From an optimization exercise on the open Yosys and OpenROAD flow, aimed at small area and a short achievable clock period; shortcuts taken in it are not production practice. The RTL was checked by simulation tests, not by an equivalence proof against the original design. Power figures rest on the tool's default switching activity, not on a simulated workload.

[design/flow/config.mk]
export PLATFORM = sky130hd
export DESIGN_NAME = fano_decoder
export DESIGN_NICKNAME = fano_decoder
export VERILOG_FILES = /design/flow/design.v
export SDC_FILE = /design/flow/constraint.sdc
export NUM_CORES = 4
export LEC_CHECK = 0
export CAP_MARGIN = 20
export CORE_MARGIN = 2
export CORE_UTILIZATION = 40
export PLACE_DENSITY = 0.6
export SLEW_MARGIN = 20
[design/flow/run.sh]
#!/bin/bash
# synth_recipe.tcl (not shown) runs the flow's synth.tcl, then flattens the netlist and writes it again
# the make line also repeats each setting of config.mk as NAME=value (left out here)
make -C /OpenROAD-flow-scripts/flow DESIGN_CONFIG=/design/flow/config.mk WORK_HOME=/design/flow/orfs CLKGATE_MAP_FILE= SYNTH_SCRIPT=/design/flow/synth_recipe.tcl finish
[design/flow/design.v]
`timescale 1ns / 1ps
module fano_decoder#(
    parameter MAX_SH_W           = 256    
)(
    input                         clk,
    input                         reset_n,
    input                         i_vld,
    input [1                  :0] i_data,              
    input                         i_diff_en,
    input [7                  :0] i_delta_T,
    input [15                 :0] i_forward_step,
    output                        o_vld,
    output                        o_dec_sym
);
localparam        PMAX   = MAX_SH_W - 36;    
localparam [35:0] PMASK  = 36'hD354E3267;
localparam        AW     = PMAX + 2;         
localparam        SW     = PMAX + 1;         
localparam [2:0] S_INIT = 3'd0, S_IDLE = 3'd1, S_MC = 3'd2, S_FM = 3'd3, S_BM = 3'd4;
reg        nlocal_rst;
reg        in_vld;
reg [1:0]  in_data;
reg        diff_en;
reg [7:0]  dT;
reg [15:0] fstep;
always @(posedge clk) begin
    nlocal_rst <= reset_n;
    in_data    <= i_data;
    in_vld     <= reset_n & i_vld;
    diff_en    <= i_diff_en;
    dT         <= i_delta_T;
    fstep      <= i_forward_step;
end
reg [2:0]          state;
reg [3:0]          ph;           
reg                norm_en;
reg [7:0]          pointer;
reg [8:0]          fcnt;
reg [SW-1:0]       sh_d, sh_p;
reg [MAX_SH_W-1:0] decode_sh;
reg [AW-1:0]       A;
reg signed [15:0]  T, Mp, Mc, Ms;
reg                tup;          
reg        diff0, diffm;         
reg        par;                  
reg        e_r, d_r;             
reg        sym;                  
reg [5:0]  om;                   
wire st_mc = state == S_MC;
wire st_bm = state == S_BM;
wire [35:0] win   = decode_sh >> pointer;           
wire [7:0]  shidx = pointer - {7'd0, st_mc};        
wire        rd_d  = sh_d >> shidx;
wire        rd_p  = sh_p >> shidx;
wire [2:0]  awin  = {A, 1'b0} >> pointer;           
function automatic par0_f(input [35:0] w);          
    integer k;
    begin
        par0_f = 1'b0;
        for (k = 1; k < 36; k = k + 1) par0_f = par0_f ^ (PMASK[k] & w[k-1]);
    end
endfunction
function automatic parm_f(input [35:0] w);          
    integer k;
    begin
        parm_f = 1'b0;
        for (k = 1; k < 36; k = k + 1) parm_f = parm_f ^ (PMASK[k] & w[k]);
    end
endfunction
wire [5:0] nd  = -dT[5:0];
wire [5:0] n2  = {nd[4:0], 1'b0};
wire [5:0] c1  = (nd == 6'd1) ? 6'd1 : nd + 6'd1;    
wire [5:0] c2  = n2 + 6'd1;                          
reg [2:0] nextstate;
reg start_rib_calc, forward_move, back_move, T_up, T_down, inverse_A, metric_norm, A_bit_erase;
reg norm_en_next;
wire ptr_nz  = pointer != 8'd0;
wire ptr_sat = pointer == PMAX[7:0];
always @(*) begin
    nextstate      = S_INIT;
    start_rib_calc = 1'b0;
    forward_move   = 1'b0;
    back_move      = 1'b0;
    T_up           = 1'b0;
    T_down         = 1'b0;
    inverse_A      = 1'b0;
    metric_norm    = 1'b0;
    A_bit_erase    = 1'b0;
    norm_en_next   = norm_en;
    case (state)
        S_INIT: nextstate = S_IDLE;
        S_IDLE: begin
            nextstate = S_IDLE;
            if (T == $signed(fstep) && norm_en) begin
                metric_norm  = 1'b1;
                norm_en_next = 1'b0;
            end
            if (ptr_nz) begin
                start_rib_calc = 1'b1;
                A_bit_erase    = 1'b1;
                nextstate      = S_MC;
            end
        end
        S_MC: begin
            nextstate    = S_MC;
            norm_en_next = 1'b1;
            if (ph == 4'd13) begin
                if (Ms >= T) begin
                    forward_move = 1'b1;
                    nextstate    = S_FM;
                end else if (Mp >= T) begin
                    back_move    = 1'b1;
                    nextstate    = S_BM;
                end else begin
                    T_down       = 1'b1;
                    nextstate    = S_IDLE;
                end
            end
        end
        S_FM: begin
            norm_en_next = 1'b1;
            T_up         = tup;
            nextstate    = S_IDLE;
        end
        S_BM: begin
            nextstate    = S_BM;
            norm_en_next = 1'b1;
            if (ph == 4'd14) begin
                if (awin[0]) begin
                    if (Mp >= T) begin
                        back_move = 1'b1;
                    end else begin
                        T_down    = 1'b1;
                        nextstate = S_IDLE;
                    end
                end else begin
                    inverse_A      = 1'b1;
                    start_rib_calc = 1'b1;
                    nextstate      = S_MC;
                end
            end
        end
        default: nextstate = S_INIT;
    endcase
end
wire start_init = state == S_INIT;
always @(posedge clk) begin
    if (!nlocal_rst) begin
        state   <= S_INIT;
        norm_en <= 1'b0;
        ph      <= 4'd0;
    end else begin
        state   <= nextstate;
        norm_en <= norm_en_next;
        ph      <= (start_rib_calc || back_move) ? 4'd1 : ph + 4'd1;
    end
end
always @(posedge clk) begin
    if (!nlocal_rst) begin
        diff0 <= 1'b0;
        diffm <= 1'b0;
        par   <= 1'b0;
        e_r   <= 1'b0;
        d_r   <= 1'b0;
        sym   <= 1'b0;
        om    <= 6'd0;
    end else begin
        if (start_rib_calc) begin
            par   <= par0_f(win) ^ diff0;
            diff0 <= diff_en & win[0];
        end else if (st_bm && ph == 4'd1) begin
            par   <= parm_f(win) ^ diffm;
            diffm <= diff_en & win[1];
        end
        if ((st_mc && ph == 4'd8) || (st_bm && ph == 4'd9)) begin
            e_r <= rd_d ^ rd_p ^ par;
            d_r <= rd_d;
        end
        if (st_mc && ph == 4'd11) begin
            om  <= e_r ? c1 : awin[1] ? c2 : 6'd1;
            sym <= awin[1] ^ (e_r | d_r);
        end else if (st_bm && ph == 4'd12) begin
            om  <= e_r ? c1 : awin[2] ? c2 : 6'd1;
        end
    end
end
always @(posedge clk) begin
    if (!nlocal_rst) begin
        sh_d <= {SW{1'b0}};
        sh_p <= {SW{1'b0}};
    end else if (in_vld) begin
        sh_d <= {sh_d[SW-2:0], in_data[1]};
        sh_p <= {sh_p[SW-2:0], in_data[0]};
    end
end
always @(posedge clk) begin
    if (!nlocal_rst)
        decode_sh <= {MAX_SH_W{1'b0}};
    else if (in_vld)
        decode_sh <= decode_sh << 1;
    else if (forward_move)
        decode_sh <= sym ? decode_sh |  ({{(MAX_SH_W-1){1'b0}}, 1'b1} << (pointer - 8'd1))
                         : decode_sh & ~({{(MAX_SH_W-1){1'b0}}, 1'b1} << (pointer - 8'd1));
end
always @(posedge clk) begin
    if (!nlocal_rst || start_init) A <= {AW{1'b0}};
    else if (in_vld)               A <= A << 1;
    else if (inverse_A)            A <= A |  ({{(AW-1){1'b0}}, 1'b1} << pointer);
    else if (forward_move || A_bit_erase)
                                   A <= A & ~({{(AW-1){1'b0}}, 1'b1} << pointer);
end
always @(posedge clk) begin
    if (!nlocal_rst || start_init)  pointer <= 8'd0;
    else if (in_vld || back_move)   pointer <= ptr_sat ? pointer : pointer + 8'd1;
    else if (forward_move)          pointer <= pointer - 8'd1;
end
always @(posedge clk) begin
    if (!nlocal_rst || start_init)  fcnt <= 9'd0;
    else if (forward_move)          fcnt <= fcnt[8] ? fcnt : fcnt + 9'd1;
    else if (back_move)             fcnt <= (fcnt != 9'd0) ? fcnt - 9'd1 : 9'd0;
end
always @(posedge clk) begin
    if (!nlocal_rst || start_init)  T <= 16'sd0;
    else if (T_down)                T <= T - $signed({8'd0, dT});
    else if (T_up)                  T <= T + $signed({8'd0, dT});
    else if (metric_norm)           T <= {1'b0, T[15:1]};
end
always @(posedge clk) begin
    if (!nlocal_rst) tup <= 1'b0;
    else             tup <= Mc < (T + $signed({8'd0, dT}));
end
wire signed [15:0] om_x = {{10{om[5]}}, om};
always @(posedge clk) begin
    if (!nlocal_rst)
        Ms <= 16'sd0;
    else if (st_mc && ph == 4'd12)
        Ms <= Mc + om_x;
end
always @(posedge clk) begin
    if (!nlocal_rst) begin
        Mc <= 16'sd0;
        Mp <= 16'sd0;
    end else if (forward_move) begin
        Mp <= Mc;
        Mc <= Ms;
    end else if (back_move) begin
        Mc <= Mp;
    end else if (metric_norm) begin
        Mp <= {1'b0, Mp[15:1]};
        Mc <= {1'b0, Mc[15:1]};
    end else if (st_bm && ph == 4'd13) begin
        if      (fcnt == 9'd0) Mp <= 16'h8000;
        else if (fcnt == 9'd1) Mp <= 16'sd0;
        else                   Mp <= Mp - om_x;
    end
end
assign o_dec_sym = decode_sh[MAX_SH_W-1];
assign o_vld     = in_vld;
endmodule
[design/flow/constraint.sdc]
create_clock -name core_clock -period 11.0 [get_ports {clk}]
set_input_delay 2.2000 -clock core_clock [delete_from_list [all_inputs] [get_ports {clk}]]
set_output_delay 2.2000 -clock core_clock [all_outputs]
set_load 0.01 [all_outputs]
==> parameters.txt <==
Parameter                              Value

Status
  Status  no timing/DRC/antenna violations

Logic synthesis
  Share of synthesized area occupied by flip-flops and latches    27.6%
  Post-Synthesis Cell Area    76400 um2
  Gate count of the mapped netlist    7997
  Compound-gate portion of the synthesized area    16.6%
  Post-synthesis share of cell area spent on full adders, half adders and majority gates    1.97%
  Area share of and/or/nand/nor cells after synthesis    11.8%
  Number of distinct library cells after synthesis    87
  Net count after synthesis    8145
  Syn Area/Cell    9.55 um2
  Synthesized-area fraction occupied by xor and xnor cells    1.26%
  Mux cell area share after synthesis    35.5%
  Flip-flop cell with the highest count after synthesis    sky130_fd_sc_hd__dfxtp_1
  Number of enable-type register cells in the synthesized netlist    0
  Post-synthesis async set-or-reset flop share    0%
  Yosys reg bits    1051
  Synthesis Warnings    1
  Combinational family with the most area after synthesis    multiplexers

Timing
  Shortest clock period the worst path allows after layout    6.54 ns
  Final worst clock skew    0.0730 ns
  Count of final setup violators    0
  Actual slew at the worst max-slew pin    1.27 ns
  Total negative setup slack    0 ns
  RSZ-0062 raised after global routing    false
  Highest clock rate    153 MHz
  Final Cycle Share    59.4%
  Number of hold-slack violations in the final timing report    0
  Normalized max-slew margin    13.0%
  Max-slew violation total from the final report    0

Floorplanning
  Core Box Area    190000 um2
  Die Span X    441 um
  Starting utilization of the core area    40.2%
  Die H    441 um
  Full die area    194000 um2
  Cell Rows    160
  IO Pins    32

Critical path
  CP required    11.73 ns
  Worst R2R Path Depth    13
  Critical-path maximum fanout    113
  Source of the critical timing path    pointer[0]
  Endpoint type of the worst setup path    flop
  Worst path arrival time    7.27 ns
  Kind of critical path    flop to flop
  Startpoint of the worst register-to-register path    pointer[0]
  Critical Path Start Type    flop
  Slack of the worst reg-to-reg path    4.46 ns

Final layout
  Total area of multi-input combinational cells    51400 um2
  Layout overhead on the synthesized area    7.02%
  Most common library cell in the layout ignoring fill and taps    sky130_fd_sc_hd__dfxtp_1
  Number of standard cells in the layout, taps in and fillers out    10100
  Commonest cells after routing, fill and taps aside    sky130_fd_sc_hd__dfxtp_1 (1041), sky130_fd_sc_hd__mux2i_1 (1016), sky130_fd_sc_hd__nor2_1 (1003)
  Number of fill cells in the layout    18100
  Share of the core filled with cells in the final layout    43.0%
  Share of final-layout standard cells stronger than drive strength 1    16.4%
  Storage element area    21100 um2
  Total number of nets in the final design    7611
  Post-route cell area    81700 um2

Detailed routing
  Length of the first detailed-routing pass in iterations    8
  Remaining routing DRC violations    0
  Number of vias in the routed layout    68700
  Routed wire length    315000 um
  Residual antenna-violating net count after detailed routing    0
  Final routed wire length divided by cell count    31.2 um
  DRT iter0 DRCs    10200
  Via count normalized by instance count    6.82

CTS
  Number of buffers added to fix hold violations after cts    0
  Number of H-tree levels    3
  Buffer levels on the longest clock path    3
  Total number of clock tree sinks    1051
  Clock-pin slew on the worst setup and hold paths    0.06 ns
  # resized after CTS    0
  Post-CTS setup-driven buffer insertion count    0
  Total clock buffers created by CTS    118
  CTS tree    built
  Worst-skew pair later-pin latency    0.84 ns
  Buffer cell driving the clock tree root    sky130_fd_sc_hd__clkbuf_16

Placement
  Post-placement cell area    77700 um2
  DP Cell Count    9853
  Routability-driven placement congestion ratio    1.10
  HPWL after detailed placement    214000 um
  Number of buffer cells added on primary ports    31

GRT
  Aggregate global-route resource usage    31.5%
  First-pass GRT wire length    457000 um
  Largest net degree at the start of global routing    261
  Number of global-route vias before repair    63400
  Remaining global-route overflow    0
  Initial antenna violation count    27

Pwr
  P_leak    0.0268 uW
  Power density over the cells    130 nW/um2
  Worst supply voltage drop on vdd    156 uV

Hold path
  Type of the worst min-delay path    flop to flop

Run
  Max-cap violations    0
==> synthesized netlist by cell type, types with 114 or more instances <==
cell type | n | area (um2)
sky130_fd_sc_hd__mux2i_1 | 1016 | 10200
sky130_fd_sc_hd__nor3_1 | 186 | 931
sky130_fd_sc_hd__or3_1 | 114 | 713
sky130_fd_sc_hd__a311oi_1 | 114 | 998
sky130_fd_sc_hd__dfxtp_1 | 1051 | 21000
sky130_fd_sc_hd__o21ai_0 | 514 | 2570
sky130_fd_sc_hd__clkbuf_1 | 519 | 1950
sky130_fd_sc_hd__nand3_1 | 154 | 771
sky130_fd_sc_hd__nor2_1 | 1010 | 3790
sky130_fd_sc_hd__mux4_2 | 697 | 15700
sky130_fd_sc_hd__nand2_1 | 419 | 1570
sky130_fd_sc_hd__a211oi_1 | 268 | 2010
sky130_fd_sc_hd__ha_1 | 114 | 1430
sky130_fd_sc_hd__buf_2 | 121 | 606
sky130_fd_sc_hd__a21oi_1 | 380 | 1900
==> stage by stage <==
step	setup slack (ns)	hold slack, ns	power [uW]
after floorplan	5.31	0.441	5650
after global placement	4.55	0.457	6480
after detailed placement	4.44	0.460	6490
after CTS	4.42	0.475	10600
after global routing	4.01	0.489	10900
final	4.46	0.468	10600
==> layer usage <==
metal,vias up,share of wire (%),global-route usage [%]
met1,34100,40,42.1
met2,4142,42,45.8
li1,29500,-,-
met3,940,11,9.27
met5,-,0.077,0
met4,22,6.1,16.3
==> area by class of cell <==
cell class                      count  area share [%]
Antenna cell                        7          0.0214
Clock buffer                      174            4.15
Clock inverter                     44           0.724
Inverter                           93           0.461
Multi-Input combinational cell   6014            62.9
Sequential cell                  1051            25.8
Tap cell                         2511            3.84
Timing Repair Buffer              185            2.07
==> kinds of logic (layout without fill, tap and decap cells) <==
family | Yosys count | in the layout
compound gates | 1896 | 1896
xor+xnor | 105 | 105
other cells | 0 | 7
mux | 1819 | 1819
simple gates | 2076 | 2076
flops | 1051 | 1051
fa+ha+maj | 118 | 118
buf+inv | 932 | 496
==> power by group <==
part | leakage [uW] | switching, uW | total [uW] | internal [uW]
logic | 0.0163 | 1500 | 2340 | 844
registers | 0.00854 | 272 | 4190 | 3920
clock network | 0.00194 | 1770 | 4080 | 2310
total | 0.0268 | 3540 | 10600 | 7070
==> worst max-delay path: stages (launching register included) <==
cell and delay (ns):
sky130_fd_sc_hd__dfxtp_4 0.59, sky130_fd_sc_hd__buf_12 0.63, sky130_fd_sc_hd__buf_4 0.64, sky130_fd_sc_hd__mux4_2 0.60, sky130_fd_sc_hd__mux4_2 0.47, sky130_fd_sc_hd__nand2b_1 0.17, sky130_fd_sc_hd__o211ai_1 0.13, sky130_fd_sc_hd__a41o_1 0.29
sky130_fd_sc_hd__and2_4 0.59, sky130_fd_sc_hd__buf_4 0.79, sky130_fd_sc_hd__buf_4 0.60, sky130_fd_sc_hd__nand2_1 0.22, sky130_fd_sc_hd__o311a_1 0.41, sky130_fd_sc_hd__nor2_1 0.10
==> worst min path at each step <==
stage	start	end	slack, ns	cells past startpoint
detailed placement	in_data[0]	sh_p[0]	0.46	2
floorplan	in_data[1]	sh_d[0]	0.44	2
finish	sh_d[195]	sh_d[196]	0.47	2
global placement	in_data[0]	sh_p[0]	0.46	2
global route	Mp[0]	Mp[0]	0.49	2
CTS	sh_d[195]	sh_d[196]	0.47	2

afterwards: timing with drivers on the ports:
No port has a modelled driver above. Below, the same layout with a new extraction and two added sets of constraints.
Step 1 sets driving cells, clkbuf_16 on the clock port and buf_2 on the other inputs (assumed; they add their load-dependent delay and slew).
Step 2, shift: input delay + t, output delay - t, t = (earliest + latest rising clock arrival at the registers) / 2. This alone moves slack from input paths to output paths.
Slacks: ideal ports / drivers / drivers and shift; pairs: ideal ports / drivers.
t (ns): 0.887
slack for setup (ns): 4.462 / 4.462 / 4.462
worst setup path at the end: register to register
cell pins on the clock port's net: 1
After both steps this run still meets setup and hold. The setup slack of this run moves by 0.000 ns with the drivers and by 0.000 ns with both steps.
